Background: an optimization exercise with open tools, aiming at small area and a short achievable clock period. Do not read the settings as production practice. At most, simulation tests tie the RTL to the original design; equivalence was not proved. Only the layout flow was run in run 7; the RTL was not checked for function there. Power figures rest on the tool's default switching activity, not on a simulated workload.

===== flow/flow/run.sh =====
#!/bin/bash
set -euo pipefail
bash standard.sh SETUP_SLACK_MARGIN=7 finish > flow_make.log 2>&1

===== flow/standard.sh =====
#!/bin/bash
# synth_recipe.tcl (not shown) runs the flow's synth.tcl, then flattens the netlist and writes it again
# the make line also repeats each setting of config.mk as NAME=value (left out here)
make -C /OpenROAD-flow-scripts/flow DESIGN_CONFIG=/design/flow/config.mk WORK_HOME=/design/flow/orfs CLKGATE_MAP_FILE= SYNTH_SCRIPT=/design/flow/synth_recipe.tcl "${@:-finish}"

===== flow/config.mk =====
export PLATFORM = sky130hd
export DESIGN_NAME = APB_INT_Count
export DESIGN_NICKNAME = APB_INT_Count
export VERILOG_FILES = /design/flow/design.v
export SDC_FILE = /design/flow/constraint.sdc
export NUM_CORES = 4
export LEC_CHECK = 0
export CAP_MARGIN = 20
export CORE_MARGIN = 2
export CORE_UTILIZATION = 40
export SETUP_SLACK_MARGIN = 5
export SLEW_MARGIN = 20
export SYNTH_HIERARCHICAL = 1
export SYNTH_MINIMUM_KEEP_SIZE = 0

===== flow/constraint.sdc =====
create_clock -name core_clock -period 10.0 [get_ports {PCLK}]
set_input_delay 2.0000 -clock core_clock [delete_from_list [all_inputs] [get_ports {PCLK}]]
set_output_delay 2.0000 -clock core_clock [all_outputs]
set_load 0.01 [all_outputs]

===== flow/design.v =====
module APB_INT_Count #(
    parameter DATA_WIDTH = 32,
    parameter ADDR_WIDTH = 16
)
(
    input  wire                     PCLK,
    input  wire                     PRESETn,
    input  wire                     PSEL,
    input  wire                     PENABLE,
    input  wire                     PWRITE,
    input  wire [ADDR_WIDTH-1:0]    PADDR,
    input  wire [DATA_WIDTH-1:0]    PWDATA,
    output reg  [DATA_WIDTH-1:0]    PRDATA,
    output reg                      PREADY,
    output reg                      PSLVERR,
    output wire                     linux_irq,
    output wire                     lim_irq,
    output wire                     itim_irq,
    input  wire                     linux_ack,
    input  wire                     lim_ack,
    input  wire                     itim_ack
);
    reg  [31:0] ctrl [1:3];
    reg  [31:0] cnt0 [1:3];           
    reg  [31:0] slot [1:3][0:8];      
    reg  [8:0]  ptr  [1:3];           
    reg         invalid_access;
    assign linux_irq = ctrl[1][0];
    assign lim_irq   = ctrl[2][0];
    assign itim_irq  = ctrl[3][0];
    wire [3:1] ack = {itim_ack, lim_ack, linux_ack};
    wire [3:1] irq = {itim_irq, lim_irq, linux_irq};
    wire       acc  = PSEL & PENABLE;
    wire       wacc = acc & PWRITE;
    wire       racc = acc & ~PWRITE;
    wire       hi0  = (PADDR[15:8] == 8'h00) && (PADDR[1:0] == 2'b00);
    wire [5:0] a    = PADDR[7:2];
    wire [3:0] lo   = PADDR[5:2];
    wire [15:0] dlo;
    genvar gi;
    generate
        for (gi = 0; gi < 16; gi = gi + 1) begin : g_dlo
            assign dlo[gi] = (lo == gi);
        end
    endgenerate
    wire grp0 = hi0 & (PADDR[7:6] == 2'b00);
    wire grp1 = hi0 & (PADDR[7:6] == 2'b01);
    wire grp2 = hi0 & (PADDR[7:6] == 2'b10);
    wire [3:1] wr_ctrl = {wacc & grp0 & dlo[3], wacc & grp0 & dlo[2], wacc & grp0 & dlo[1]};
    wire [3:1] load    = {wacc & grp2 & dlo[0], wacc & grp1 & dlo[0], wacc & grp0 & dlo[4]};
    wire       wvalid  = grp0 & (dlo[0] | dlo[1] | dlo[2] | dlo[3] | dlo[4])
                       | (grp1 | grp2) & dlo[0];
    wire       rvalid  = grp0 & (lo <= 4'd13) | (grp1 | grp2) & (lo <= 4'd9);
    wire [3:1] grp = {grp2, grp1, grp0};
    wire [3:0] off [1:3];
    assign off[1] = 4'd4;
    assign off[2] = 4'd0;
    assign off[3] = 4'd0;
    localparam NSRC = 35;
    wire [NSRC-1:0] rsel;
    wire [31:0]     rsrc [0:NSRC-1];
    assign rsel[0] = racc & grp0 & dlo[0];                       
    assign rsrc[0] = 32'h0000_0001;
    assign rsel[1] = ~racc;                                      
    assign rsrc[1] = PRDATA;
    genvar rc, rs, rj;
    generate
        for (rc = 1; rc <= 3; rc = rc + 1) begin : g_rsel
            assign rsel[rc + 1] = racc & grp0 & dlo[rc];
            assign rsrc[rc + 1] = ctrl[rc];
            assign rsel[rc + 4] = racc & grp[rc] & dlo[off[rc]];
            assign rsrc[rc + 4] = cnt0[rc];
            for (rs = 0; rs < 9; rs = rs + 1) begin : g_slot
                wire [9:1] m;
                for (rj = 1; rj <= 9; rj = rj + 1) begin : g_j
                    assign m[rj] = dlo[off[rc] + rj] & ptr[rc][(rs + rj) % 9];
                end
                assign rsel[8 + (rc - 1) * 9 + rs] = racc & grp[rc] & (|m);
                assign rsrc[8 + (rc - 1) * 9 + rs] = slot[rc][rs];
            end
        end
    endgenerate
    wire [31:0] rdata;
    genvar rb, rk;
    generate
        for (rb = 0; rb < 32; rb = rb + 1) begin : g_rbit
            wire [NSRC-1:0] d;
            for (rk = 0; rk < NSRC; rk = rk + 1) begin : g_k
                assign d[rk] = rsrc[rk][rb];
            end
            rd_bit #(.N(NSRC)) u_rd (.sel(rsel), .d(d), .q(rdata[rb]));
        end
    endgenerate
    wire [31:0] bus [1:3];
    genvar gc, gs;
    generate
        for (gc = 1; gc <= 3; gc = gc + 1) begin : g_ch
            wire shift = ack[gc] & ~irq[gc] & ~load[gc];
            assign bus[gc] = cnt0[gc] & {32{PRESETn}};
            wire [31:0] cnt0_d;
            cnt_next u_cnt (.q(cnt0[gc]), .pw(PWDATA), .rstn(PRESETn), .load(load[gc]),
                            .inc(irq[gc]), .clr(ack[gc]), .d(cnt0_d));
            always @(posedge PCLK)
                cnt0[gc] <= cnt0_d;
            always @(posedge PCLK) begin
                if (!PRESETn)
                    ptr[gc] <= 9'b000000001;
                else if (shift)
                    ptr[gc] <= {ptr[gc][7:0], ptr[gc][8]};
            end
            for (gs = 0; gs < 9; gs = gs + 1) begin : g_slot
                always @(posedge PCLK) begin
                    if (!PRESETn || (shift && ptr[gc][gs]))
                        slot[gc][gs] <= bus[gc];
                end
            end
        end
    endgenerate
    integer c;
    always @(posedge PCLK or negedge PRESETn) begin
        if (!PRESETn) begin
            ctrl[1] <= 32'd0;
            ctrl[2] <= 32'd0;
            ctrl[3] <= 32'd0;
            PRDATA <= 32'd0;
            PREADY <= 1'b0;
            PSLVERR <= 1'b0;
            invalid_access <= 1'b0;
        end else begin
            for (c = 1; c <= 3; c = c + 1) begin
                if (wr_ctrl[c])
                    ctrl[c] <= PWDATA;
                else if (ack[c])
                    ctrl[c][0] <= 1'b0;
            end
            PRDATA <= rdata;
            invalid_access <= acc & ~(PWRITE ? wvalid : rvalid);
            PREADY <= acc & ~invalid_access;
            PSLVERR <= acc & invalid_access;
        end
    end
endmodule
module rd_bit #(
    parameter N = 2
) (
    input  wire [N-1:0] sel,
    input  wire [N-1:0] d,
    output wire         q
);
    assign q = |(sel & d);
endmodule
module cnt_next (
    input  wire [31:0] q,
    input  wire [31:0] pw,
    input  wire        rstn,
    input  wire        load,
    input  wire        inc,
    input  wire        clr,
    output wire [31:0] d
);
    wire [7:0] g;
    wire [7:0] gin;
    wire [31:0] c;
    genvar i;
    generate
        for (i = 0; i < 8; i = i + 1) begin : g_grp
            assign g[i] = &q[4 * i + 3:4 * i];
            if (i == 0) begin : g_first
                assign gin[i] = 1'b1;
            end else begin : g_rest
                assign gin[i] = &g[i - 1:0];
            end
            assign c[4 * i]     = gin[i];
            assign c[4 * i + 1] = gin[i] & q[4 * i];
            assign c[4 * i + 2] = gin[i] & q[4 * i] & q[4 * i + 1];
            assign c[4 * i + 3] = gin[i] & q[4 * i] & q[4 * i + 1] & q[4 * i + 2];
        end
    endgenerate
    wire ld = rstn & load;
    wire up = rstn & ~load & inc;
    wire hd = rstn & ~load & ~inc & ~clr;
    assign d = ({32{ld}} & pw) | ({32{up}} & (q ^ c)) | ({32{hd}} & q);
endmodule

==> flow_metrics.py, run 1 <==
metrics = {
    "pwr": {
        "power.density_nw_per_um2": 169,
        "p_leak_nw": 23.5,
        "peakVddDrop_mv": 0.142,
    },
    "sta": {
        "worst-slew-pin-transition_ns": 0.774,
        "drv_slew": 0,
        "whs_ns": 0.421,
        "period_share_pct": 41.7,
        "slew-limit-headroom_pct": 48.4,
        "hold_viol": 0,
        "min_period_ns": 4.17,
        "fin_worst_skew_ns": 0.0441,
        "setup_tns_ns": 0,
        "max_freq_ghz": 0.240,
        "setup_viol": 0,
        "rsz0062_at_grt": "true",
    },
    "synth": {
        "async_flop_share_pct": 11.7,
        "synth_top_area_cell": "edfxtp_1",
        "netlist_instances": 2896,
        "syn_area_um2": 45300,
        "ys_seq_elements": 1118,
        "seq_area_frac_synth_pct": 69.9,
        "synth_top_cell_area_share_pct": 57.3,
        "synth_edf_count": 864,
        "yosysWarnings": 15,
        "avgSynthCellArea_um2": 15.6,
        "yosys-top-cells-area": "edfxtp_1 (57%), dfrtp_1 (7.2%), dfxtp_1 (5.4%)",
        "synth_flop_cell": "edfxtp_1",
        "ys_types": 69,
    },
    "critical_path": {
        "cp_max_fo": 6,
        "worstSetupEndpointType": "flip-flop",
        "cpPeakStageDelay_ns": 0.40,
        "crit_path_cell_trace": "buf_8, buf_12, nor4bb_4, buf_6, buf_12, buf_12, a22oi_2, nand2_1, o21a_4, buf_12, a22o_1, a221oi_2, nand4_1, or3_1",
        "criticalPathCategory": "primary input to flip-flop",
        "cpMostUsedCell": "buf_12",
        "rrSetupSlack_ns": 6.60,
        "crit_required_ns": 10.59,
        "slowest_stage": "or3_1",
        "critical_path_arrival_ns": 4.76,
        "start_kind": "primary input",
    },
    "floorplanning": {
        "coreArea_um2": 112000,
        "die_x_um": 341,
        "placementRows": 123,
        "die_h_um": 341,
        "pin_count": 93,
        "dieArea_um2": 116000,
        "start_util_pct": 40.3,
    },
    "finish": {
        "final_area_um2": 60500,
        "fillers": 8665,
        "areaGrowthSynthToFinish_pct": 33.6,
        "multi_input_area_um2": 14700,
        "stdcell_count": 5024,
        "drive_above_1_share_pct": 30.7,
        "fin_nets": 3540,
        "utilization_pct": 53.9,
        "regArea_um2": 31700,
    },
    "cts": {
        "cts_hold_buffers": 0,
        "cts_tree": "built",
        "htree_num_levels": 3,
        "clock-sinks": 1118,
        "cts_root_buf": "clkbuf_16",
        "cts_made_buffers": 112,
        "clkTransAtPathRegs_ns": 0.06,
        "clk_path_buf_depth": 3,
        "clock_latency_ns": 0.75,
    },
    "route": {
        "num_vias": 35600,
        "antenna_left": 0,
        "via_per_inst": 7.08,
        "finalWirelength_um": 212000,
        "avgRoutedWirePerCell_um": 42.3,
        "drc": 0,
        "first_pass_iters": 12,
        "drt_iter0_drc": 7251,
    },
    "global_routing": {
        "grt.total_usage_pct": 30.6,
        "antenna_found_initial": 14,
        "grt_pass1_vias": 32700,
        "overflow": 0,
        "grt_first_pass_wirelength_um": 250000,
        "grt_max_degree": 69,
    },
    "placement": {
        "placed_cells": 4449,
        "dp_hpwl_um": 86000,
        "gp_congestion": 0.854,
        "dpl_cell_area_um2": 49300,
        "io_buffers": 92,
    },
    "status": {
        "run_status": "complete, no violations",
    },
    "flow_run": {
        "maxCapViolCount": 0,
    },
    "hold_path": {
        "hp-class": "flip-flop to flip-flop",
    },
}
cell usage after synthesis, drive strengths merged (8+ instances only):
cell    instances
nor3b          23
nand4         118
edfxtp        864
nand2          87
a22oi         228
o211ai          9
nor2b          11
nor3           11
or3            34
o21a            8
nor2           31
a222oi        108
inv           100
clkbuf         67
a221o          24
buf            86
a21oi          16
a22o          177
mux2i          31
nand3          14
nor4b           8
mux2           96
a221oi        170
dfxtp         123
a32o            9
a31oi          14
ha             69
dfrtp         131
nor4            8
and2          100
o21ai          57
cell usage in the layout, fill, tap and decap left out, types with 57 or more instances in the layout:
master,netlist,final
a222oi_1,108,108
edfxtp_1,864,864
nand4_1,115,115
dfxtp_1,123,123
a221oi_1,138,63
a221oi_2,32,107
mux2_4,0,96
and2_1,100,57
nand2_1,86,79
buf_6,11,103
a22oi_1,228,222
dfrtp_1,131,121
buf_4,32,104
buf_12,0,132
a22o_1,177,177
clkbuf_16,0,161
ha_1,69,69
inv_1,100,100
Yosys stat by module, one instance, submodules excluded, a selection:
module	flops+latches	area, µm²	copies in the design	cells inside
APB_INT_Count	1118	36700	1	1849
cnt_next	0	998	3	125
metal layers:
layer	part of all wire, %	wire [µm]	global-route usage (%)
met2	41	87200	46.0
met1	33	70000	39.4
met3	17	35400	9.55
met5	0.35	747	0
met4	8.9	18900	17.3
stage by stage:
stage / worst slack (ns) / power [W]
global placement: 4.26 / 0.00560
floorplan: 5.78 / 0.00540
detailed placement: 4.26 / 0.00561
finish: 5.83 / 0.0102
CTS: 6.00 / 0.00996
global route: 5.80 / 0.0104
area by class of cell:
cell class                      instances  area share, %
Inverter                              100          0.620
Tap cell                             1500           3.10
Timing Repair Buffer                  522           13.3
Sequential cell                      1118           52.4
Multi-Input combinational cell       1561           24.3
Clock inverter                         77           1.33
Antenna cell                            9         0.0372
Clock buffer                          137           4.96
path summary, 6_finish.rpt:
path                                startpoint           to  cells after the start
worst max-delay path                  PADDR[4]    PRDATA[8]                     14
worst min-delay path            invalid_access       PREADY                      1
worst max register to register      cnt0[3][0]  cnt0[3][30]                      9
worst min register to register  invalid_access       PREADY                      1
max in group asynchronous              PRESETn   PRDATA[22]                      3
min in group asynchronous              PRESETn    PRDATA[5]                      1
power by group:
group / switching [W] / internal [W] / total [W] / leakage [nW]
clock network: 0.00189 / 0.00250 / 0.00439 / 1.86
logic: 0.000417 / 0.000211 / 0.000628 / 9.84
registers: 0.0000560 / 0.00514 / 0.00519 / 11.8
total: 0.00237 / 0.00785 / 0.0102 / 23.5
sequential cells by signal (all words and copies together), names as in the netlist:
register,flops
PSLVERR,1
PREADY,1
PRDATA,32
ctrl,96
slot,864
invalid_access,1
cnt0,96
ptr,27
cells by family (layout without fill, tap and decap cells):
logic type	count (synthesis)	after routing	synth area share (%)
DFF	1118	1118	69.9
adders and majority gates	69	69	1.91
buffers and inverters	253	836	2.65
muxes	127	127	3.07
AOI/OAI and AO/OA	849	850	15.9
xor gates and xnor gates	3	3	0.0580
and+or+nand+nor	475	480	6.45
other	2	41	0.0166
critical path, delay by kind of cell:
kind | cells | cell delay, ns
AND/OR/NAND/NOR | 4 | 0.87
buffers and inverters | 6 | 0.83
AO/OA/AOI/OAI | 4 | 1.04
timing repair:
| item | CTS | global route |
|---|---|---|
| gates cloned | 42 | 74 |
| endpoints found under the setup margin | 1979 | 1376 |
| hold endpoints to repair | 0 | 0 |
| gates resized for setup | 594 | 235 |
| setup buffers | 148 | 88 |
| pin swaps | 79 | 113 |
==> run 2, diff against run 1 <==
==> flow/run.sh (new file) <==
#!/bin/bash
# synth_recipe.tcl (not shown) runs the flow's synth.tcl, then flattens the netlist and writes it again
# the make line also repeats each setting of config.mk as NAME=value (left out here)
make -C /OpenROAD-flow-scripts/flow DESIGN_CONFIG=/design/flow/config.mk WORK_HOME=/design/flow/orfs CLKGATE_MAP_FILE= SYNTH_SCRIPT=/design/flow/synth_recipe.tcl finish
removed: flow/flow/run.sh
removed: flow/standard.sh
==> flow_metrics.py, run 2 <==
metrics = {
    "route": {
        "drt_iter0_drc": 4191,
        "first_pass_iters": 9,
        "via_per_inst": 6.59,
        "drc": 0,
        "avgRoutedWirePerCell_um": 34.1,
        "num_vias": 30800,
        "finalWirelength_um": 160000,
        "antenna_left": 0,
    },
    "sta": {
        "rsz0062_at_grt": "false",
        "worst-slew-pin-transition_ns": 1.03,
        "period_share_pct": 49.4,
        "min_period_ns": 4.94,
        "setup_slack_ns": 5.06,
        "hold_viol": 0,
        "fin_worst_skew_ns": 0.0581,
        "setup_viol": 0,
        "slew-limit-headroom_pct": 31.4,
        "setup_tns_ns": 0,
        "max_freq_ghz": 0.202,
        "drv_slew": 0,
        "whs_ns": 0.435,
    },
    "synth": {
        "synth_top_cell_area_share_pct": 57.3,
        "synth-simple-area-share_pct": 6.45,
        "synth_compound_gate_area_share_pct": 15.9,
        "synth_fa_ha_area_share_pct": 1.91,
        "netlist_instances": 2896,
        "synth_flop_cell": "edfxtp_1",
        "synth_top_family_by_area": "compound AO/OA/AOI/OAI gates",
        "synth_common_cells": "edfxtp_1 (864), a22oi_1 (228), a22o_1 (177)",
        "avgSynthCellArea_um2": 15.6,
        "yosysWarnings": 15,
        "ys_types": 69,
        "syn_area_um2": 45300,
        "synth_edf_count": 864,
        "synth_top_area_cell": "edfxtp_1",
        "yosys-top-cells-area": "edfxtp_1 (57%), dfrtp_1 (7.2%), dfxtp_1 (5.4%)",
        "async_flop_share_pct": 11.7,
        "synth_xor_area_share_pct": 0.0580,
        "ys_seq_elements": 1118,
        "seq_area_frac_synth_pct": 69.9,
        "synth_most_common_cell": "edfxtp_1",
        "synth.area.mux_share_pct": 3.07,
    },
    "global_routing": {
        "grt.total_usage_pct": 27.1,
        "grt_max_degree": 119,
        "grt_first_pass_wirelength_um": 225000,
        "overflow": 0,
        "antenna_found_initial": 7,
        "grt_pass1_vias": 30800,
    },
    "critical_path": {
        "reg2reg_to": "cnt0[1][30]",
        "criticalPathCategory": "primary input to flip-flop",
        "cp_max_fo": 32,
        "rr_worst_depth": 9,
        "rrSetupSlack_ns": 6.81,
        "rr_startpoint": "cnt0[1][0]",
        "start_kind": "primary input",
        "critical_path_arrival_ns": 5.48,
        "crit_required_ns": 10.54,
        "worstSetupEndpointType": "flip-flop",
    },
    "pwr": {
        "seqPwrFrac_pct": 52.4,
        "power.total_w": 0.00990,
        "pwr-share-clk_pct": 44.2,
        "power.internal_w": 0.00774,
        "power.density_nw_per_um2": 187,
        "p_switching_w": 0.00216,
        "combPwrFrac_pct": 3.4,
        "peakVddDrop_mv": 0.147,
        "p_sw_share_pct": 21.9,
        "p_leak_nw": 20.0,
    },
    "finish": {
        "largest-register": "slot",
        "largest_register_ffs": 864,
        "layout_commonest_cell": "edfxtp_1",
        "areaGrowthSynthToFinish_pct": 16.9,
        "final_cell_mix": "edfxtp_1 (864), a22oi_1 (228), a22o_1 (177)",
        "reg_top3": "slot x864, cnt0 x96, ctrl x96",
        "utilization_pct": 47.1,
        "drive_above_1_share_pct": 16.1,
        "fin_nets": 3208,
    },
    "cts": {
        "clock_latency_ns": 0.72,
        "cts_made_buffers": 113,
        "clock-sinks": 1118,
        "htree_num_levels": 3,
        "cts_tree": "built",
        "clk_path_buf_depth": 3,
        "cts_root_buf": "clkbuf_16",
        "clkTransAtPathRegs_ns": 0.06,
    },
    "placement": {
        "io_buffers": 92,
        "gp_congestion": 0.840,
        "dp_hpwl_um": 89600,
        "dp_slack_ns": 3.73,
    },
    "floorplanning": {
        "placementRows": 123,
        "start_util_pct": 40.3,
        "dieArea_um2": 116000,
        "pin_count": 93,
        "die_x_um": 341,
        "die_h_um": 341,
        "coreArea_um2": 112000,
    },
    "hold_path": {
        "worstHoldEndpoint": "PREADY",
        "worstHoldStart": "invalid_access",
        "holdPathStages": 1,
        "hp-class": "flip-flop to flip-flop",
    },
    "flow_run": {
        "maxCapViolCount": 0,
    },
    "status": {
        "run_status": "complete, no violations",
    },
}
-- run 2: cell counts after synthesis --
No cell type changed its count.
-- run 2: logic make-up (layout without fill, tap and decap cells) --
group / Yosys count / count (layout)
compound gates: 849 / 849
xor+xnor: 3 / 3
fa+ha+maj: 69 / 69
buf+inv: 253 / 510
flops: 1118 / 1118
mux: 127 / 127
other cells: 2 / 33
simple gates: 475 / 475
-- run 2: area by class of cell --
type	count	area (µm²)
Sequential cell	1118	31700
Multi-Input combinational cell	1555	13300
Clock buffer	141	3040
Inverter	100	375
Timing Repair Buffer	195	1850
Clock inverter	74	817
Fill cell	9596	59400
Antenna cell	1	2.50
Tap cell	1500	1880
-- run 2: worst max path at each step --
stage	start	endpoint	slack [ns]
5_1_grt	PADDR[5]	PRDATA[1]	5.02
6_report	PWRITE	PRDATA[1]	5.06
4_1_cts	PADDR[3]	slot[9][16]	4.87
2_1_floorplan	PADDR[3]	slot[0][0]	4.57
3_5_place_dp	PENABLE	PRDATA[13]	3.73
3_3_place_gp	PENABLE	PRDATA[13]	3.83
-- run 2: timing repair --
| item | CTS | global route |
|---|---|---|
| setup buffers | 7 | 11 |
| hold buffers | 0 | 0 |
| pin swaps | 2 | 4 |
| resized for setup | 9 | 18 |
| setup endpoints to repair | 440 | 386 |
-- run 2: power by group through the flow --
stage / sequential (W) / clock (W) / combinational, W
floorplan: 0.00527 / 0 / 0.000123
global placement: 0.00528 / 0 / 0.000315
detailed placement: 0.00529 / 0 / 0.000319
CTS: 0.00519 / 0.00441 / 0.000320
global route: 0.00520 / 0.00460 / 0.000341
finish: 0.00519 / 0.00437 / 0.000336
-- run 2: metal layers --
layer	up-vias	part of all wire (%)	wire, µm	GRT usage [%]
met5	-	0.055	88	0.368
met4	6	5.1	8190	12.7
met3	497	10	16600	7.03
met2	1969	48	76900	44.9
met1	15900	36	58100	33.0
li1	12500	-	-	-
-- run 2: worst max-delay path: stages --
cell and delay (ns):
clkdlybuf4s50_1 0.54, inv_1 0.11, nand3_4 0.34, buf_8 0.33, or3_1 0.17, buf_6 0.28, a31oi_4 0.04, buf_4 0.36
a22o_1 0.32, a221oi_1 0.39, nand4_1 0.13, or3_1 0.34
-- run 2: through the flow --
stage | instance area, µm² | instances
floorplan | 45500 | 2926
global placement | 48700 | 4449
detailed placement | 48700 | 4449
CTS | 52700 | 4671
global route | 53000 | 4684
finish | 53000 | 4684
-- run 2: per-module statistics from Yosys, one instance, submodules excluded, a selection --
module | area [µm²] | cells inside | times used
APB_INT_Count | 36700 | 1849 | 1
cnt_next | 998 | 125 | 3
==> run 3, diff against run 2 <==
==> flow/flow/run.sh (new file) <==
#!/bin/bash
set -euo pipefail
bash standard.sh SETUP_SLACK_MARGIN=6 finish > flow_make.log 2>&1
==> flow/standard.sh (new file) <==
#!/bin/bash
# synth_recipe.tcl (not shown) runs the flow's synth.tcl, then flattens the netlist and writes it again
# the make line also repeats each setting of config.mk as NAME=value (left out here)
make -C /OpenROAD-flow-scripts/flow DESIGN_CONFIG=/design/flow/config.mk WORK_HOME=/design/flow/orfs CLKGATE_MAP_FILE= SYNTH_SCRIPT=/design/flow/synth_recipe.tcl "${@:-finish}"
removed: flow/run.sh
==> flow_metrics.py, run 3 <==
metrics = {
    "route": {
        "antenna_left": 0,
        "drc": 0,
        "drt_iter0_drc": 5483,
        "first_pass_iters": 10,
        "num_vias": 32700,
        "avgRoutedWirePerCell_um": 37.1,
        "via_per_inst": 6.75,
        "finalWirelength_um": 180000,
    },
    "synth": {
        "synth_edf_count": 864,
        "synth_common_cells": "edfxtp_1 (864), a22oi_1 (228), a22o_1 (177)",
        "yosys-top-cells-area": "edfxtp_1 (57%), dfrtp_1 (7.2%), dfxtp_1 (5.4%)",
        "ys_types": 69,
        "synth_most_common_cell": "edfxtp_1",
        "yosysWarnings": 15,
        "synth_top_area_cell": "edfxtp_1",
        "async_flop_share_pct": 11.7,
        "netlist_instances": 2896,
        "avgSynthCellArea_um2": 15.6,
        "seq_area_frac_synth_pct": 69.9,
        "ys_seq_elements": 1118,
        "syn_area_um2": 45300,
        "synth_top_cell_area_share_pct": 57.3,
        "synth_flop_cell": "edfxtp_1",
    },
    "cts": {
        "clock-sinks": 1118,
        "cts_made_buffers": 112,
        "clock_latency_ns": 0.71,
        "htree_num_levels": 3,
        "cts_root_buf": "clkbuf_16",
        "cts_tree": "built",
        "cts_hold_buffers": 0,
        "clk_path_buf_depth": 3,
        "clkTransAtPathRegs_ns": 0.06,
    },
    "sta": {
        "worst-slew-pin-transition_ns": 1.05,
        "max_freq_ghz": 0.242,
        "rsz0062_at_grt": "true",
        "slew-limit-headroom_pct": 30.2,
        "setup_tns_ns": 0,
        "drv_slew": 0,
        "setup_viol": 0,
        "min_period_ns": 4.14,
        "period_share_pct": 41.4,
        "hold_viol": 0,
        "fin_worst_skew_ns": 0.0264,
    },
    "finish": {
        "final_cell_mix": "edfxtp_1 (864), a22oi_1 (225), a22o_1 (177)",
        "fillers": 9251,
        "utilization_pct": 50.0,
        "areaGrowthSynthToFinish_pct": 23.9,
        "fin_nets": 3366,
        "largest_register_ffs": 864,
        "reg_top3": "slot x864, cnt0 x96, ctrl x96",
        "layout_commonest_cell": "edfxtp_1",
        "drive_above_1_share_pct": 22.5,
        "largest-register": "slot",
    },
    "floorplanning": {
        "die_x_um": 341,
        "start_util_pct": 40.3,
        "placementRows": 123,
        "coreArea_um2": 112000,
        "dieArea_um2": 116000,
        "die_h_um": 341,
        "pin_count": 93,
    },
    "placement": {
        "dp_hpwl_um": 88500,
        "io_buffers": 92,
        "gp_congestion": 0.871,
    },
    "critical_path": {
        "start_kind": "primary input",
        "crit_path_cell_trace": "buf_4, buf_12, nor4bb_4, buf_6, buf_12, a22oi_1, nand2_1, o31a_2, buf_8, a221oi_2, nand4_1, or3_1",
        "slowest_stage": "or3_1",
        "crit_buf_inv": 5,
        "cp_max_fo": 32,
        "cpPeakStageDelay_ns": 0.41,
        "worstSetupEndpointType": "flip-flop",
        "crit_family": "compound AO/OA/AOI/OAI gates",
        "criticalPathCategory": "primary input to flip-flop",
        "critical_path_arrival_ns": 4.72,
        "crit_required_ns": 10.58,
        "cpMostUsedCell": "buf_12",
    },
    "global_routing": {
        "overflow": 0,
        "grt_first_pass_wirelength_um": 243000,
        "grt_max_degree": 93,
        "antenna_found_initial": 4,
        "grt.total_usage_pct": 29.8,
        "grt_pass1_vias": 32100,
    },
    "status": {
        "run_status": "complete, no violations",
    },
    "pwr": {
        "combPwrFrac_pct": 3.9,
        "p_leak_nw": 21.4,
        "p_switching_w": 0.00219,
        "power.density_nw_per_um2": 178,
        "power.internal_w": 0.00780,
        "pwr-share-clk_pct": 44.1,
        "p_sw_share_pct": 21.9,
        "power.total_w": 0.00999,
        "peakVddDrop_mv": 0.156,
        "seqPwrFrac_pct": 52.0,
    },
    "flow_run": {
        "maxCapViolCount": 0,
    },
    "hold_path": {
        "hp-class": "flip-flop to flip-flop",
    },
}
[run 3: cell type report]
| class | count | area [µm²] | area share, % |
|---|---|---|---|
| diodes | 6 | 15.0 | 0.0268 |
| clock buffers | 141 | 2980 | 5.31 |
| repair buffers | 347 | 4330 | 7.71 |
| clock inverters | 72 | 873 | 1.56 |
| inverters | 100 | 379 | 0.676 |
| well taps | 1500 | 1880 | 3.34 |
| multi-input cells | 1562 | 14000 | 24.9 |
| flip-flops and latches | 1118 | 31700 | 56.5 |
[run 3: modules after synthesis (local to each module, per instance), excerpt]
module,flops+latches,cell area [µm²],cells
APB_INT_Count,1118,36700,1849
cnt_next,0,998,125
[run 3: logic make-up after synthesis]
group	Yosys count	synth area share, %
xor gates and xnor gates	3	0.0580
AOI/OAI and AO/OA	849	15.9
and+or+nand+nor	475	6.45
buffers and inverters	253	2.65
other	2	0.0166
DFF	1118	69.9
muxes	127	3.07
adders and majority gates	69	1.91
[run 3: what timing repair did]
action                      CTS  global route
resized for setup           210            94
gates cloned                 23            11
buffers inserted            105            43
pin swaps                    53            44
setup endpoints to repair  1156           202
[run 3: path summary, 6_finish.rpt]
| path | start | endpoint | slack [ns] | depth (start not counted) |
|---|---|---|---|---|
| worst max-delay path | PADDR[3] | PRDATA[31] | 5.86 | 12 |
| worst min-delay path | invalid_access | PREADY | 0.43 | 1 |
| worst max register to register | cnt0[2][1] | cnt0[2][30] | 6.73 | 9 |
| worst min register to register | invalid_access | PREADY | 0.43 | 1 |
| max in group asynchronous | PRESETn | ctrl[1][30] | 7.21 | 3 |
| min in group asynchronous | PRESETn | PRDATA[1] | 1.27 | 1 |
[run 3: stage by stage]
stage | worst slack, ns | hold slack, ns | std cells | instance area [µm²]
after floorplan | 5.48 | 0.393 | 2926 | 45800
after global placement | 4.06 | 0.409 | 4445 | 48700
after detailed placement | 3.92 | 0.419 | 4445 | 48700
after CTS | 6.00 | 0.427 | 4786 | 54900
after global routing | 5.87 | 0.464 | 4840 | 56100
final | 5.86 | 0.432 | 4846 | 56100
[run 3: power groups by stage]
stage	Clock, W	Combinational, W	Sequential (W)
after floorplan	0	0.000126	0.00527
after global placement	0	0.000313	0.00528
after detailed placement	0	0.000318	0.00529
after CTS	0.00442	0.000369	0.00519
after global routing	0.00460	0.000394	0.00520
final	0.00441	0.000393	0.00519
[run 3: routing by layer]
| metal | global-route usage [%] | part of all wire [%] |
|---|---|---|
| met5 | 0.286 | 0.067 |
| met4 | 17.8 | 6.8 |
| met3 | 9.06 | 13 |
| met2 | 46.3 | 45 |
| met1 | 36.8 | 35 |
[run 3: worst reg2reg max path, stage by stage (launching register included)]
cell and delay (ns):
dfxtp_1 0.48, ha_1 0.25, nand3_1 0.24, or4_4 0.68
nor4_2 0.52, ha_1 0.24, ha_1 0.14, ha_1 0.22
a222oi_1 0.31, inv_1 0.08
==> run 4, diff against run 3 <==
==> flow/flow/run.sh (replaced) <==
#!/bin/bash
set -euo pipefail
bash standard.sh SETUP_SLACK_MARGIN=6.5 'BUFFER_PORTS_ARGS=-buffer_cell sky130_fd_sc_hd__buf_2' finish > flow_make.log 2>&1
==> flow_metrics.py, run 4 <==
metrics = {
    "status": {
        "run_status": "complete, no violations",
    },
    "synth": {
        "seq_area_frac_synth_pct": 69.9,
        "ys_types": 69,
        "synth_top_area_cell": "edfxtp_1",
        "yosysWarnings": 15,
        "synth_most_common_cell": "edfxtp_1",
        "synth_flop_cell": "edfxtp_1",
        "avgSynthCellArea_um2": 15.6,
        "synth_common_cells": "edfxtp_1 (864), a22oi_1 (228), a22o_1 (177)",
        "yosys-top-cells-area": "edfxtp_1 (57%), dfrtp_1 (7.2%), dfxtp_1 (5.4%)",
        "syn_area_um2": 45300,
        "ys_seq_elements": 1118,
        "netlist_instances": 2896,
        "synth_edf_count": 864,
        "async_flop_share_pct": 11.7,
        "synth_top_cell_area_share_pct": 57.3,
    },
    "finish": {
        "layout_commonest_cell": "edfxtp_1",
        "final_cell_mix": "edfxtp_1 (864), a22oi_1 (222), a22o_1 (177)",
        "fillers": 9428,
        "largest_register_ffs": 864,
        "fin_nets": 3266,
        "drive_above_1_share_pct": 23.2,
        "areaGrowthSynthToFinish_pct": 20.7,
        "reg_top3": "slot x864, cnt0 x96, ctrl x96",
        "largest-register": "slot",
        "final_area_um2": 54700,
    },
    "sta": {
        "worst-slew-pin-transition_ns": 0.930,
        "hold_viol": 0,
        "max_freq_ghz": 0.245,
        "min_period_ns": 4.08,
        "setup_tns_ns": 0,
        "setup_viol": 0,
        "period_share_pct": 40.8,
        "slew-limit-headroom_pct": 38.0,
        "drv_slew": 0,
        "fin_worst_skew_ns": 0.0181,
        "rsz0062_at_grt": "true",
    },
    "floorplanning": {
        "die_h_um": 341,
        "dieArea_um2": 116000,
        "die_x_um": 341,
        "coreArea_um2": 112000,
        "pin_count": 93,
        "start_util_pct": 40.3,
        "placementRows": 123,
    },
    "global_routing": {
        "grt_use_met3_pct": 7.71,
        "grt_max_degree": 82,
        "antenna_found_initial": 10,
        "grtUsageMet1_pct": 38.0,
        "grt.total_usage_pct": 29.0,
        "grt_use_met2_pct": 44.8,
        "grt_first_pass_wirelength_um": 238000,
        "overflow": 0,
        "grt_pass1_vias": 31400,
        "grt_busiest_layer": "met2",
    },
    "route": {
        "first_pass_iters": 11,
        "via_per_inst": 6.82,
        "finalWirelength_um": 175000,
        "avgRoutedWirePerCell_um": 37.0,
        "drc": 0,
        "num_vias": 32400,
        "drt_iter0_drc": 5599,
        "antenna_left": 0,
    },
    "cts": {
        "cts_made_buffers": 112,
        "cts_tree": "built",
        "cts_root_buf": "clkbuf_16",
        "clock_latency_ns": 0.71,
        "clkTransAtPathRegs_ns": 0.06,
        "htree_num_levels": 3,
        "clock-sinks": 1118,
        "clk_path_buf_depth": 3,
        "cts_hold_buffers": 0,
    },
    "placement": {
        "gp_congestion": 0.872,
        "io_buffers": 92,
        "dpl_cell_area_um2": 48700,
        "dp_hpwl_um": 86100,
    },
    "pwr": {
        "power.density_nw_per_um2": 182,
        "p_switching_w": 0.00217,
        "seqPwrFrac_pct": 52.1,
        "p_sw_share_pct": 21.8,
        "power.internal_w": 0.00780,
        "power.total_w": 0.00997,
        "p_leak_nw": 20.8,
        "combPwrFrac_pct": 3.6,
        "pwr-share-clk_pct": 44.3,
        "peakVddDrop_mv": 0.152,
    },
    "hold_path": {
        "holdPathStages": 1,
        "worstHoldStart": "invalid_access",
        "hp-class": "flip-flop to flip-flop",
    },
    "critical_path": {
        "reg2reg_to": "cnt0[2][30]",
        "endpoint": "PRDATA[31]",
        "start_kind": "primary input",
        "rrSetupSlack_ns": 6.79,
        "critical_path_arrival_ns": 4.72,
        "crit_required_ns": 10.63,
        "worstSetupEndpointType": "flip-flop",
        "rr_worst_depth": 9,
        "cp_max_fo": 8,
        "rr_startpoint": "cnt0[2][0]",
        "worstSetupStartpoint": "PADDR[13]",
        "criticalPathCategory": "primary input to flip-flop",
    },
    "flow_run": {
        "maxCapViolCount": 0,
    },
}
==> run 4: cell count changes in the layout (fill, tap and decap cells not counted), moves of 6 or more <==
cell,previous run,this run
buf_8,12,18
buf_12,55,40
mux2_4,0,87
nor3b_1,23,17
mux2_1,11,0
buf_16,11,0
buf_4,124,58
mux2_2,85,9
clkdlybuf4s50_1,78,0
nor3b_2,0,6
buf_2,0,87
==> run 4: cells by family (layout without fill, tap and decap cells) <==
logic type	count (synthesis)	count (layout)	share of synthesized area, %
adder cells (fa/ha/maj)	69	69	1.91
buffers and inverters	253	563	2.65
flip-flops	1118	1118	69.9
other	2	35	0.0166
AO/OA/AOI/OAI	849	853	15.9
AND/OR/NAND/NOR	475	476	6.45
XOR/XNOR	3	3	0.0580
multiplexers	127	127	3.07
==> run 4: timing repair <==
action                                   CTS  global route
endpoints found under the setup margin  1355          1025
gates resized for setup                  136            83
gates cloned                               5            11
pin swaps                                 21            38
buffers inserted                          45            21
==> run 4: worst max-delay path, stage by stage <==
cell and delay (ns):
buf_2 0.11, nor4_4 0.40, nand2_2 0.25, or3_4 0.46, buf_4 0.21, a31oi_4 0.53, clkbuf_16 0.37, a22oi_1 0.11
nand4_1 0.13, or3_1 0.12
==> run 4: how the worst min path moves through the flow <==
stage	to	slack, ns
global placement	PREADY	0.40
CTS	PREADY	0.42
floorplan	PREADY	0.39
finish	PREADY	0.42
global route	PREADY	0.45
detailed placement	PREADY	0.42
==> run 4: through the flow <==
| step | utilization [%] | instances | hold slack, ns | setup WS (ns) |
|---|---|---|---|---|
| after floorplan | - | 2926 | 0.393 | 5.78 |
| after global placement | 43.4 | 4445 | 0.403 | 4.67 |
| after detailed placement | 43.4 | 4445 | 0.417 | 4.65 |
| after CTS | 47.9 | 4709 | 0.425 | 5.97 |
| after global routing | 48.7 | 4741 | 0.448 | 5.90 |
| final | 48.7 | 4744 | 0.424 | 5.92 |
==> run 4: per-module statistics from Yosys (local to each module, per instance), excerpt <==
module / copies in the design / cells inside
APB_INT_Count: 1 / 1849
cnt_next: 3 / 125
==> run 4: metal layers <==
layer  up-vias  routed length [µm]
met5         -                  88
met2      2542               78500
met4        12               10100
li1      12600                   -
met3       554               23100
met1     16600               63600
==> run 4: area by class of cell <==
class,instances,area [µm²],area share (%)
Sequential cell,1118,31700,58.0
Multi-Input combinational cell,1560,14300,26.1
Clock buffer,147,3040,5.55
Timing Repair Buffer,249,2590,4.74
Tap cell,1500,1880,3.43
Clock inverter,67,835,1.53
Inverter,100,375,0.686
Antenna cell,3,7.51,0.0137
==> run 4: power groups by stage <==
stage | combinational [W] | clock (W) | sequential (W)
final | 0.000362 | 0.00442 | 0.00519
after global routing | 0.000364 | 0.00463 | 0.00520
after detailed placement | 0.000317 | 0 | 0.00529
after CTS | 0.000338 | 0.00444 | 0.00519
after global placement | 0.000311 | 0 | 0.00528
after floorplan | 0.000136 | 0 | 0.00526
==> run 5, diff against run 4 <==
--- a/flow/design.v
+++ b/flow/design.v
@@ -22,8 +22,8 @@
 );
     reg  [31:0] ctrl [1:3];
     reg  [31:0] cnt0 [1:3];           
-    reg  [31:0] slot [1:3][0:8];      
-    reg  [8:0]  ptr  [1:3];           
+    reg  [31:0] hist [1:3][1:9];      
+    reg  [9:1]  fill [1:3];           
     reg         invalid_access;
     assign linux_irq = ctrl[1][0];
     assign lim_irq   = ctrl[2][0];
@@ -63,20 +63,16 @@
     assign rsrc[0] = 32'h0000_0001;
     assign rsel[1] = ~racc;                                      
     assign rsrc[1] = PRDATA;
-    genvar rc, rs, rj;
+    genvar rc, rs;
     generate
         for (rc = 1; rc <= 3; rc = rc + 1) begin : g_rsel
             assign rsel[rc + 1] = racc & grp0 & dlo[rc];
             assign rsrc[rc + 1] = ctrl[rc];
             assign rsel[rc + 4] = racc & grp[rc] & dlo[off[rc]];
             assign rsrc[rc + 4] = cnt0[rc];
-            for (rs = 0; rs < 9; rs = rs + 1) begin : g_slot
-                wire [9:1] m;
-                for (rj = 1; rj <= 9; rj = rj + 1) begin : g_j
-                    assign m[rj] = dlo[off[rc] + rj] & ptr[rc][(rs + rj) % 9];
-                end
-                assign rsel[8 + (rc - 1) * 9 + rs] = racc & grp[rc] & (|m);
-                assign rsrc[8 + (rc - 1) * 9 + rs] = slot[rc][rs];
+            for (rs = 1; rs <= 9; rs = rs + 1) begin : g_hist
+                assign rsel[7 + (rc - 1) * 9 + rs] = racc & grp[rc] & dlo[off[rc] + rs] & fill[rc][rs];
+                assign rsrc[7 + (rc - 1) * 9 + rs] = hist[rc][rs];
             end
         end
     endgenerate
@@ -91,12 +87,11 @@
             rd_bit #(.N(NSRC)) u_rd (.sel(rsel), .d(d), .q(rdata[rb]));
         end
     endgenerate
-    wire [31:0] bus [1:3];
-    genvar gc, gs;
+    genvar gc;
+    integer k;
     generate
         for (gc = 1; gc <= 3; gc = gc + 1) begin : g_ch
             wire shift = ack[gc] & ~irq[gc] & ~load[gc];
-            assign bus[gc] = cnt0[gc] & {32{PRESETn}};
             wire [31:0] cnt0_d;
             cnt_next u_cnt (.q(cnt0[gc]), .pw(PWDATA), .rstn(PRESETn), .load(load[gc]),
                             .inc(irq[gc]), .clr(ack[gc]), .d(cnt0_d));
@@ -104,14 +99,15 @@
                 cnt0[gc] <= cnt0_d;
             always @(posedge PCLK) begin
                 if (!PRESETn)
-                    ptr[gc] <= 9'b000000001;
+                    fill[gc] <= 9'd0;
                 else if (shift)
-                    ptr[gc] <= {ptr[gc][7:0], ptr[gc][8]};
+                    fill[gc] <= {fill[gc][8:1], 1'b1};
             end
-            for (gs = 0; gs < 9; gs = gs + 1) begin : g_slot
-                always @(posedge PCLK) begin
-                    if (!PRESETn || (shift && ptr[gc][gs]))
-                        slot[gc][gs] <= bus[gc];
+            always @(posedge PCLK) begin
+                if (shift) begin
+                    hist[gc][1] <= cnt0[gc];
+                    for (k = 2; k <= 9; k = k + 1)
+                        hist[gc][k] <= hist[gc][k - 1];
                 end
             end
         end
==> flow_metrics.py, run 5 <==
metrics = {
    "sta": {
        "drv_slew": 0,
        "period_share_pct": 37.6,
        "fin_worst_skew_ns": 0.0366,
        "rsz0062_at_grt": "true",
        "min_period_ns": 3.76,
        "max_freq_ghz": 0.266,
        "setup_viol": 0,
        "slew-limit-headroom_pct": 33.2,
        "worst-slew-pin-transition_ns": 0.999,
        "setup_tns_ns": 0,
        "hold_viol": 0,
    },
    "flow_run": {
        "maxCapViolCount": 0,
    },
    "route": {
        "antenna_left": 0,
        "avgRoutedWirePerCell_um": 37.1,
        "via_per_inst": 6.71,
        "drt_iter0_drc": 5144,
        "first_pass_iters": 10,
        "num_vias": 29200,
        "drc": 0,
        "finalWirelength_um": 162000,
    },
    "floorplanning": {
        "die_h_um": 332,
        "die_x_um": 332,
        "pin_count": 93,
        "start_util_pct": 40.2,
        "dieArea_um2": 110000,
        "placementRows": 120,
        "coreArea_um2": 107000,
    },
    "synth": {
        "ys_types": 52,
        "avgSynthCellArea_um2": 17.4,
        "synth_flop_cell": "edfxtp_1",
        "syn_area_um2": 43000,
        "yosys-top-cells-area": "edfxtp_1 (60%), dfrtp_1 (7.6%), dfxtp_1 (5.7%)",
        "synth_top_area_cell": "edfxtp_1",
        "synth_edf_count": 864,
        "synth_common_cells": "edfxtp_1 (864), a22oi_1 (195), a22o_1 (160)",
        "seq_area_frac_synth_pct": 73.7,
        "netlist_instances": 2477,
        "yosysWarnings": 15,
        "ys_seq_elements": 1118,
        "async_flop_share_pct": 11.7,
        "synth_most_common_cell": "edfxtp_1",
        "synth_top_cell_area_share_pct": 60.4,
    },
    "pwr": {
        "combPwrFrac_pct": 2.9,
        "power.density_nw_per_um2": 189,
        "seqPwrFrac_pct": 53.7,
        "p_leak_nw": 20.3,
        "pwr-share-clk_pct": 43.5,
        "peakVddDrop_mv": 0.137,
        "p_switching_w": 0.00214,
        "p_sw_share_pct": 21.5,
        "power.internal_w": 0.00781,
    },
    "finish": {
        "fillers": 8791,
        "layout_commonest_cell": "edfxtp_1",
        "reg_top3": "hist x864, cnt0 x96, ctrl x96",
        "regArea_um2": 31700,
        "multi_input_area_um2": 11200,
        "drive_above_1_share_pct": 24.8,
        "fin_nets": 2976,
        "utilization_pct": 49.4,
        "largest_register_ffs": 864,
        "final_cell_mix": "edfxtp_1 (864), a22oi_1 (195), a22o_1 (159)",
        "largest-register": "hist",
        "areaGrowthSynthToFinish_pct": 22.8,
    },
    "hold_path": {
        "hp-class": "flip-flop to flip-flop",
    },
    "cts": {
        "cts_root_buf": "clkbuf_16",
        "cts_made_buffers": 113,
        "clk_path_buf_depth": 3,
        "clkTransAtPathRegs_ns": 0.06,
        "clock-sinks": 1118,
        "cts_hold_buffers": 0,
        "cts_tree": "built",
        "clock_latency_ns": 0.69,
        "htree_num_levels": 3,
    },
    "global_routing": {
        "overflow": 0,
        "grt_pass1_vias": 28500,
        "grt_busiest_layer": "met2",
        "grt_use_met3_pct": 7.56,
        "antenna_found_initial": 9,
        "grt_first_pass_wirelength_um": 216000,
        "grt.total_usage_pct": 27.6,
        "grt_max_degree": 86,
        "grt_use_met2_pct": 42.6,
        "grtUsageMet1_pct": 35.1,
    },
    "placement": {
        "dp_hpwl_um": 77000,
        "io_buffers": 92,
        "gp_congestion": 0.835,
    },
    "critical_path": {
        "crit_required_ns": 10.60,
        "critical_path_arrival_ns": 4.36,
        "criticalPathCategory": "primary input to flip-flop",
        "worstSetupEndpointType": "flip-flop",
        "start_kind": "primary input",
        "cp_max_fo": 32,
    },
    "status": {
        "run_status": "complete, no violations",
    },
}
run 5: cell types whose count changed after synthesis, sizes merged, moves of 14 or more:
cell,delta
and2,-97
clkbuf,-51
nand2,-49
a22oi,-33
o21ai,-31
and3,+24
inv,-20
buf,-19
a22o,-17
a21oi,-15
a31oi,-14
run 5: cell type report:
cell class	instances	area share, %
inverter	80	0.583
multi-input combinational	1232	21.1
antenna	2	0.00948
tap	1403	3.33
clock buffer	148	5.88
timing repair buffer	306	7.81
clock inverter	66	1.23
sequential	1118	60.0
run 5: cell families after synthesis:
kind of cell	after synthesis	synth area share, %
muxes	120	3.60
buffers and inverters	163	1.96
DFF	1118	73.7
xor gates and xnor gates	3	0.0611
AOI/OAI and AO/OA	675	13.8
adders and majority gates	69	2.01
and+or+nand+nor	327	4.86
other	2	0.0175
run 5: final timing paths:
path                                start     endpoint  slack (ns)  cells after the start
max                              PADDR[3]    PRDATA[4]        6.24                      8
min                        invalid_access       PREADY        0.42                      1
max reg2reg                    cnt0[1][0]  cnt0[1][30]        6.62                      9
min reg2reg                invalid_access       PREADY        0.42                      1
max in group asynchronous         PRESETn   PRDATA[28]        7.17                      2
min in group asynchronous         PRESETn   ctrl[3][7]        1.34                      1
run 5: worst max-delay path, cell delays in order:
cell,delay (ns)
buf_2,0.24
nand2_1,0.13
nor2_1,0.77
and3_2,0.33
buf_8,0.39
a22oi_1,0.15
nand4_1,0.14
or3_1,0.13
run 5: power by group through the flow:
| stage | registers (W) | logic (W) | clock network (W) |
|---|---|---|---|
| after floorplan | 0.00540 | 0.0000827 | 0 |
| after global placement | 0.00542 | 0.000175 | 0 |
| after detailed placement | 0.00543 | 0.000180 | 0 |
| after CTS | 0.00534 | 0.000228 | 0.00436 |
| after global routing | 0.00536 | 0.000293 | 0.00454 |
| final | 0.00534 | 0.000287 | 0.00433 |
run 5: layer usage:
metal,part of all wire [%],vias to the layer above
met5,0.11,-
met4,6.8,10
met3,13,563
met2,45,2395
met1,35,14900
li1,-,11400
run 5: stage by stage:
stage	power, W	std cells	hold slack (ns)	worst slack, ns	instance area, µm²
after floorplan	0.00548	2507	0.395	2.17	43100
after global placement	0.00560	3979	0.412	4.64	45400
after detailed placement	0.00561	3979	0.424	4.53	45400
after CTS	0.00993	4287	0.414	6.41	51400
after global routing	0.0102	4354	0.450	6.28	52800
final	0.00995	4355	0.420	6.24	52800
run 5: Yosys stat by module (local to each module, per instance), a selection:
| module | flops+latches | times used | cells inside | cell area [µm²] |
|---|---|---|---|---|
| APB_INT_Count | 1118 | 1 | 1430 | 34400 |
| cnt_next | 0 | 3 | 125 | 998 |
run 5: repair_timing:
action / CTS / global route
cloned: 29 / 40
resized for setup: 179 / 97
pin swaps: 34 / 49
buffers inserted: 65 / 26
hold endpoints to repair: 0 / 0
setup endpoints to repair: 959 / 990
==> run 6, diff against run 5 <==
==> flow/flow/run.sh (replaced) <==
#!/bin/bash
set -euo pipefail
bash standard.sh SETUP_SLACK_MARGIN=7 'BUFFER_PORTS_ARGS=-buffer_cell sky130_fd_sc_hd__buf_2' finish > flow_make.log 2>&1
==> flow_metrics.py, run 6 <==
metrics = {
    "sta": {
        "setup_slack_ns": 6.15,
        "drv_slew": 0,
        "slew-limit-headroom_pct": 37.9,
        "setup_viol": 0,
        "worst-slew-pin-transition_ns": 0.927,
        "fin_worst_skew_ns": 0.0219,
        "min_period_ns": 3.85,
        "rsz0062_at_grt": "true",
        "period_share_pct": 38.5,
        "setup_tns_ns": 0,
        "hold_viol": 0,
        "max_freq_ghz": 0.260,
    },
    "route": {
        "num_vias": 30300,
        "avgRoutedWirePerCell_um": 38.6,
        "finalWirelength_um": 172000,
        "first_pass_iters": 8,
        "via_per_inst": 6.79,
        "drt_iter0_drc": 5355,
        "antenna_left": 0,
        "drc": 0,
    },
    "floorplanning": {
        "die_h_um": 332,
        "start_util_pct": 40.2,
        "dieArea_um2": 110000,
        "placementRows": 120,
        "die_x_um": 332,
        "coreArea_um2": 107000,
        "pin_count": 93,
    },
    "finish": {
        "layout_commonest_cell": "edfxtp_1",
        "final_cell_mix": "edfxtp_1 (864), a22oi_1 (193), a22o_1 (160)",
        "areaGrowthSynthToFinish_pct": 29.4,
        "largest-register": "hist",
        "fin_nets": 3075,
        "utilization_pct": 52.0,
        "reg_top3": "hist x864, cnt0 x96, ctrl x96",
        "largest_register_ffs": 864,
        "drive_above_1_share_pct": 28.0,
        "stdcell_count": 4458,
    },
    "synth": {
        "synth_edf_count": 864,
        "synth_common_cells": "edfxtp_1 (864), a22oi_1 (195), a22o_1 (160)",
        "syn_area_um2": 43000,
        "avgSynthCellArea_um2": 17.4,
        "seq_area_frac_synth_pct": 73.7,
        "yosys-top-cells-area": "edfxtp_1 (60%), dfrtp_1 (7.6%), dfxtp_1 (5.7%)",
        "synth_top_cell_area_share_pct": 60.4,
        "ys_types": 52,
        "synth_flop_cell": "edfxtp_1",
        "synth_most_common_cell": "edfxtp_1",
        "netlist_instances": 2477,
        "synth_top_area_cell": "edfxtp_1",
        "ys_seq_elements": 1118,
        "yosysWarnings": 15,
        "async_flop_share_pct": 11.7,
    },
    "global_routing": {
        "overflow": 0,
        "grt_pass1_vias": 29000,
        "grt_first_pass_wirelength_um": 225000,
        "grt.total_usage_pct": 28.9,
        "grt_max_degree": 87,
        "antenna_found_initial": 12,
    },
    "cts": {
        "clk_path_buf_depth": 3,
        "cts_hold_buffers": 0,
        "clock-sinks": 1118,
        "cts_root_buf": "clkbuf_16",
        "htree_num_levels": 3,
        "cts_tree": "built",
        "clock_latency_ns": 0.70,
        "cts_made_buffers": 113,
        "clkTransAtPathRegs_ns": 0.07,
    },
    "flow_run": {
        "maxCapViolCount": 0,
    },
    "placement": {
        "placed_cells": 3980,
        "io_buffers": 92,
        "dp_slack_ns": 4.45,
        "gp_congestion": 0.852,
        "dp_hpwl_um": 74600,
    },
    "pwr": {
        "pwr-share-clk_pct": 43.4,
        "combPwrFrac_pct": 3.5,
        "seqPwrFrac_pct": 53.1,
        "power.internal_w": 0.00787,
        "p_leak_nw": 21.5,
        "peakVddDrop_mv": 0.157,
        "power.density_nw_per_um2": 181,
        "p_switching_w": 0.00218,
        "p_sw_share_pct": 21.7,
    },
    "critical_path": {
        "rr_startpoint": "cnt0[1][1]",
        "critical_path_arrival_ns": 4.47,
        "criticalPathCategory": "primary input to flip-flop",
        "endpoint": "PRDATA[21]",
        "rr_worst_depth": 9,
        "worstSetupStartpoint": "PADDR[9]",
        "reg2reg_to": "cnt0[1][30]",
        "cp_max_fo": 32,
        "crit_required_ns": 10.62,
        "start_kind": "primary input",
        "rrSetupSlack_ns": 6.45,
        "worstSetupEndpointType": "flip-flop",
    },
    "hold_path": {
        "hp-class": "flip-flop to flip-flop",
    },
    "status": {
        "run_status": "complete, no violations",
    },
}
[run 6: per-stage QoR]
stage	area, µm²	power [W]	hold slack, ns
final	55600	0.0100	0.443
after global routing	55600	0.0103	0.451
after CTS	53800	0.00997	0.421
after detailed placement	45600	0.00561	0.415
after global placement	45500	0.00559	0.403
after floorplan	43300	0.00548	0.395
[run 6: logic make-up (layout without fill, tap and decap cells)]
logic type | Yosys count | count (layout) | share of synthesized area [%]
xor gates and xnor gates | 3 | 3 | 0.0611
buffers and inverters | 163 | 700 | 1.96
DFF | 1118 | 1118 | 73.7
AOI/OAI and AO/OA | 675 | 679 | 13.8
other | 2 | 36 | 0.0175
muxes | 120 | 120 | 3.60
adders and majority gates | 69 | 69 | 2.01
and+or+nand+nor | 327 | 330 | 4.86
[run 6: worst max-delay path, stage by stage]
cell	delay, ns
buf_6	0.10
nor4_4	0.28
buf_4	0.19
nand3b_1	0.15
buf_6	0.17
buf_4	0.14
nor4_2	0.35
buf_8	0.42
a221oi_1	0.21
nand4_1	0.12
or3_4	0.13
[run 6: worst min path at each step]
stage	from	end	slack (ns)	cells after the start
finish	hist[16][31]	hist[17][31]	0.44	0
global route	hist[16][31]	hist[17][31]	0.45	0
CTS	invalid_access	PREADY	0.42	1
detailed placement	invalid_access	PREADY	0.41	1
global placement	invalid_access	PREADY	0.40	1
floorplan	invalid_access	PREADY	0.39	1
[run 6: repair_timing]
item,CTS,global route
setup buffers,110,32
gates resized for setup,374,112
pin swaps,82,53
endpoints found under the setup margin,1147,1155
cloned,64,52
[run 6: cell type report]
cell class,count,area [µm²]
Multi-Input combinational cell,1233,11500
Antenna cell,4,10.0
Tap cell,1403,1760
Sequential cell,1118,31700
Fill cell,8356,51300
Clock buffer,164,3300
Inverter,80,308
Timing Repair Buffer,404,6590
Clock inverter,52,500
[run 6: power groups by stage]
| stage | sequential, W | combinational [W] | clock (W) |
|---|---|---|---|
| after global routing | 0.00535 | 0.000356 | 0.00456 |
| after CTS | 0.00533 | 0.000272 | 0.00437 |
| final | 0.00534 | 0.000351 | 0.00436 |
| after global placement | 0.00542 | 0.000174 | 0 |
| after detailed placement | 0.00543 | 0.000181 | 0 |
| after floorplan | 0.00540 | 0.0000829 | 0 |
[run 6: per-module statistics from Yosys, one instance, submodules excluded, excerpt]
module	flip-flops and latches	cells	cell area, µm²	copies in the design
cnt_next	0	125	998	3
APB_INT_Count	1118	1430	34400	1
[run 6: layer usage]
layer  global-route usage [%]  vias up  share of wire (%)
met5                        0        -               0.14
met4                     15.9       16                6.9
met3                     8.83      604                 15
met2                     44.0     2586                 44
met1                     36.9    15500                 34
li1                         -    11600                  -
==> run 7, diff against run 6 <==
--- a/flow/design.v
+++ b/flow/design.v
@@ -56,27 +56,29 @@
     assign off[1] = 4'd4;
     assign off[2] = 4'd0;
     assign off[3] = 4'd0;
-    localparam NSRC = 35;
+    wire g0 = PADDR[7:6] == 2'b00;
+    wire g1 = PADDR[7:6] == 2'b01;
+    wire g2 = PADDR[7:6] == 2'b10;
+    wire [3:1] g = {g2, g1, g0};
+    localparam NSRC = 34;
     wire [NSRC-1:0] rsel;
     wire [31:0]     rsrc [0:NSRC-1];
-    assign rsel[0] = racc & grp0 & dlo[0];                       
+    assign rsel[0] = g0 & dlo[0];                                
     assign rsrc[0] = 32'h0000_0001;
-    assign rsel[1] = ~racc;                                      
-    assign rsrc[1] = PRDATA;
     genvar rc, rs;
     generate
         for (rc = 1; rc <= 3; rc = rc + 1) begin : g_rsel
-            assign rsel[rc + 1] = racc & grp0 & dlo[rc];
-            assign rsrc[rc + 1] = ctrl[rc];
-            assign rsel[rc + 4] = racc & grp[rc] & dlo[off[rc]];
-            assign rsrc[rc + 4] = cnt0[rc];
+            assign rsel[rc] = g0 & dlo[rc];
+            assign rsrc[rc] = ctrl[rc];
+            assign rsel[rc + 3] = g[rc] & dlo[off[rc]];
+            assign rsrc[rc + 3] = cnt0[rc];
             for (rs = 1; rs <= 9; rs = rs + 1) begin : g_hist
-                assign rsel[7 + (rc - 1) * 9 + rs] = racc & grp[rc] & dlo[off[rc] + rs] & fill[rc][rs];
-                assign rsrc[7 + (rc - 1) * 9 + rs] = hist[rc][rs];
+                assign rsel[6 + (rc - 1) * 9 + rs] = g[rc] & dlo[off[rc] + rs] & fill[rc][rs];
+                assign rsrc[6 + (rc - 1) * 9 + rs] = hist[rc][rs];
             end
         end
     endgenerate
-    wire [31:0] rdata;
+    wire [31:0] rmux;
     genvar rb, rk;
     generate
         for (rb = 0; rb < 32; rb = rb + 1) begin : g_rbit
@@ -84,9 +86,11 @@
             for (rk = 0; rk < NSRC; rk = rk + 1) begin : g_k
                 assign d[rk] = rsrc[rk][rb];
             end
-            rd_bit #(.N(NSRC)) u_rd (.sel(rsel), .d(d), .q(rdata[rb]));
+            rd_bit #(.N(NSRC)) u_rd (.sel(rsel), .d(d), .q(rmux[rb]));
         end
     endgenerate
+    wire        rok   = racc & hi0;
+    wire [31:0] rdata = ({32{rok}} & rmux) | ({32{~racc}} & PRDATA);
     genvar gc;
     integer k;
     generate
==> flow/flow/run.sh (replaced) <==
#!/bin/bash
set -euo pipefail
bash standard.sh SETUP_SLACK_MARGIN=6.5 'BUFFER_PORTS_ARGS=-buffer_cell sky130_fd_sc_hd__buf_2' finish > flow_make.log 2>&1
==> flow_metrics.py, run 7 <==
metrics = {
    "synth": {
        "avgSynthCellArea_um2": 16.3,
        "synth_fa_ha_area_share_pct": 2.00,
        "synth_flop_cell": "edfxtp_1",
        "yosysWarnings": 15,
        "synth_common_cells": "edfxtp_1 (864), a22oi_1 (515), nand4_1 (159)",
        "ys_types": 56,
        "yosys-top-cells-area": "edfxtp_1 (60%), a22oi_1 (9.0%), dfrtp_1 (7.6%)",
        "seq_area_frac_synth_pct": 73.6,
        "synth-simple-area-share_pct": 6.29,
        "synth_compound_gate_area_share_pct": 14.1,
        "synth.area.mux_share_pct": 2.51,
        "synth_top_family_by_area": "compound AO/OA/AOI/OAI gates",
        "netlist_instances": 2639,
        "synth_edf_count": 864,
        "ys_seq_elements": 1118,
        "syn_area_um2": 43100,
        "synth_most_common_cell": "edfxtp_1",
        "synth_xor_area_share_pct": 0.0610,
        "async_flop_share_pct": 11.7,
        "synth_top_cell_area_share_pct": 60.2,
        "synth_top_area_cell": "edfxtp_1",
    },
    "pwr": {
        "p_sw_share_pct": 21.7,
        "p_switching_w": 0.00220,
        "pwr-share-clk_pct": 43.7,
        "peakVddDrop_mv": 0.147,
        "power.internal_w": 0.00791,
        "combPwrFrac_pct": 3.4,
        "p_leak_nw": 20.2,
        "power.density_nw_per_um2": 188,
        "seqPwrFrac_pct": 52.9,
    },
    "cts": {
        "cts_made_buffers": 108,
        "cts_root_buf": "clkbuf_16",
        "clock_latency_ns": 0.70,
        "cts_tree": "built",
        "htree_num_levels": 3,
        "clock-sinks": 1118,
        "clk_path_buf_depth": 3,
        "clkTransAtPathRegs_ns": 0.07,
        "cts_hold_buffers": 0,
    },
    "route": {
        "finalWirelength_um": 166000,
        "drt_iter0_drc": 5686,
        "avgRoutedWirePerCell_um": 36.5,
        "drc": 0,
        "first_pass_iters": 9,
        "antenna_left": 0,
        "num_vias": 30800,
        "via_per_inst": 6.78,
    },
    "status": {
        "run_status": "complete, no violations",
    },
    "global_routing": {
        "grt_pass1_vias": 28700,
        "grt_first_pass_wirelength_um": 215000,
        "overflow": 0,
        "grt.total_usage_pct": 26.9,
        "antenna_found_initial": 5,
        "grt_max_degree": 94,
    },
    "floorplanning": {
        "start_util_pct": 40.3,
        "placementRows": 120,
        "pin_count": 93,
        "die_h_um": 332,
        "die_x_um": 332,
        "coreArea_um2": 107000,
        "dieArea_um2": 110000,
    },
    "critical_path": {
        "crit_path_cell_trace": "buf_6, or4_4, or3_4, nor4_4, buf_6, buf_6, and3b_4, a222oi_1, inv_1",
        "cpPeakStageDelay_ns": 0.52,
        "start_kind": "primary input",
        "criticalPathCategory": "primary input to flip-flop",
        "crit_buf_inv": 4,
        "worstSetupEndpointType": "flip-flop",
        "cpMostUsedCell": "buf_6",
        "crit_required_ns": 10.56,
        "slowest_stage": "or4_4",
        "crit_family": "simple AND/OR/NAND/NOR gates",
        "cp_max_fo": 6,
        "critical_path_arrival_ns": 4.34,
    },
    "finish": {
        "multi_input_area_um2": 11800,
        "fin_nets": 3164,
        "final_cell_mix": "edfxtp_1 (864), a22oi_1 (483), nand4_1 (159)",
        "regArea_um2": 31700,
        "largest_register_ffs": 864,
        "fillers": 8689,
        "stdcell_count": 4539,
        "areaGrowthSynthToFinish_pct": 24.7,
        "layout_commonest_cell": "edfxtp_1",
        "drive_above_1_share_pct": 26.2,
        "reg_top3": "hist x864, cnt0 x96, ctrl x96",
        "largest-register": "hist",
    },
    "sta": {
        "setup_viol": 0,
        "setup_tns_ns": 0,
        "period_share_pct": 37.7,
        "min_period_ns": 3.77,
        "max_freq_ghz": 0.265,
        "slew-limit-headroom_pct": 40.2,
        "hold_viol": 0,
        "drv_slew": 0,
        "rsz0062_at_grt": "true",
        "fin_worst_skew_ns": 0.0379,
        "worst-slew-pin-transition_ns": 0.898,
    },
    "placement": {
        "placed_cells": 4144,
        "gp_congestion": 0.870,
        "io_buffers": 92,
        "dp_hpwl_um": 78300,
    },
    "hold_path": {
        "hp-class": "flip-flop to flip-flop",
    },
    "flow_run": {
        "maxCapViolCount": 0,
    },
}
run 7: cell count changes after synthesis, moves of 34 or more:
cell      change
a221oi_1    -129
a22o_1      -128
a22oi_1     +320
buf_4        -34
mux2_2       +55
mux2_4       -60
nand4_1      +47
nor4_1       +34
run 7: path summary, 6_finish.rpt:
kind | startpoint | to | slack, ns | cells past startpoint
worst max-delay path | PADDR[10] | cnt0[1][30] | 6.23 | 9
worst min-delay path | invalid_access | PREADY | 0.42 | 1
worst max register to register | cnt0[1][0] | cnt0[1][30] | 6.62 | 9
worst min register to register | invalid_access | PREADY | 0.42 | 1
max in group asynchronous | PRESETn | ctrl[1][28] | 7.47 | 2
min in group asynchronous | PRESETn | ctrl[2][7] | 1.40 | 1
run 7: worst reg2reg max path, cell delays in order, from the launching register on:
cell and delay, ns:
dfxtp_1 0.45, ha_1 0.23, nand3_1 0.32, or4_4 0.69, nor4_2 0.48, ha_1 0.24
ha_1 0.15, ha_1 0.23, a222oi_1 0.37, inv_1 0.08
run 7: cell type report:
cell class	count	area share (%)
flip-flops and latches	1118	59.0
clock buffers	142	5.60
inverters	78	0.618
repair buffers	324	8.09
clock inverters	64	1.48
multi-input cells	1408	21.9
repair inverters	1	0.0163
diodes	1	0.00466
well taps	1403	3.27
run 7: timing repair:
action	4_1_cts	5_1_grt
resized for setup	205	139
pin swaps	34	53
setup endpoints to repair	970	694
cloned	30	55
buffers inserted	63	40
run 7: per-stage QoR:
stage | hold WS [ns] | area, µm² | setup WS, ns | power, W | util, %
final | 0.419 | 53700 | 6.23 | 0.0101 | 50.2
after global routing | 0.429 | 53700 | 6.22 | 0.0103 | 50.2
after CTS | 0.422 | 51700 | 6.30 | 0.0100 | 48.3
after detailed placement | 0.413 | 45800 | 4.43 | 0.00565 | 42.8
after global placement | 0.419 | 45800 | 4.63 | 0.00563 | 42.8
after floorplan | 0.395 | 43400 | 2.18 | 0.00552 | -
run 7: modules after synthesis, one instance, submodules excluded, excerpt:
| module | flops+latches | times used | cells |
|---|---|---|---|
| cnt_next | 0 | 3 | 125 |
| APB_INT_Count | 1118 | 1 | 1528 |
run 7: metal layers:
layer	GRT usage [%]	vias up	share of wire [%]
met5	0	-	0.0054
met1	37.0	15700	36
met2	40.9	2597	44
met4	11.2	2	5.2
met3	6.69	425	15
li1	-	12000	-
run 7: cells by family (layout without fill, tap and decap cells):
logic type,Yosys count,in the layout
xor gates and xnor gates,3,3
other,2,33
AOI/OAI and AO/OA,758,758
and+or+nand+nor,439,450
adders and majority gates,69,69
DFF,1118,1118
buffers and inverters,154,609
muxes,96,96
run 7: power groups by stage:
stage               sequential, W  combinational [W]  clock (W)
global placement          0.00543           0.000204          0
finish                    0.00535           0.000344    0.00441
CTS                       0.00534           0.000268    0.00444
floorplan                 0.00541           0.000103          0
global route              0.00536           0.000352    0.00462
detailed placement        0.00544           0.000212          0

[separate check: timing with driven ports]
How much do the figures lean on ideal ports? The routed layouts below were timed once more, with nothing changed but the port constraints.
Step 1 (the two cells are an assumption about what drives the block):
set clk [get_ports {PCLK}]
set_driving_cell -lib_cell sky130_fd_sc_hd__clkbuf_16 $clk
set_driving_cell -lib_cell sky130_fd_sc_hd__buf_2 [delete_from_list [all_inputs] $clk]
Step 2, shift: input delay + t, output delay - t, t = (earliest + latest rising clock arrival at the registers) / 2. This alone moves slack from input paths to output paths.
Three values: no drivers, after step 1, after step 2; two values: the first two.
run	t, ns	slack for setup (ns)	worst setup path at the end
run 1	0.802	5.831 / 5.863 / 5.061	input to register
run 2	0.766	5.061 / 5.110 / 4.343	input to register
run 3	0.779	5.859 / 5.906 / 5.127	input to register
run 4	0.770	5.918 / 5.960 / 5.191	input to register
run 5	0.742	6.240 / 6.281 / 5.540	input to register
run 6	0.769	6.149 / 6.191 / 5.422	input to register
run 7	0.763	6.226 / 6.275 / 5.512	input to register
After both steps setup and hold are still met in every run listed. The setup slack of run 1, which loses most, moves by +0.032 ns with the drivers and by -0.770 ns with both steps.
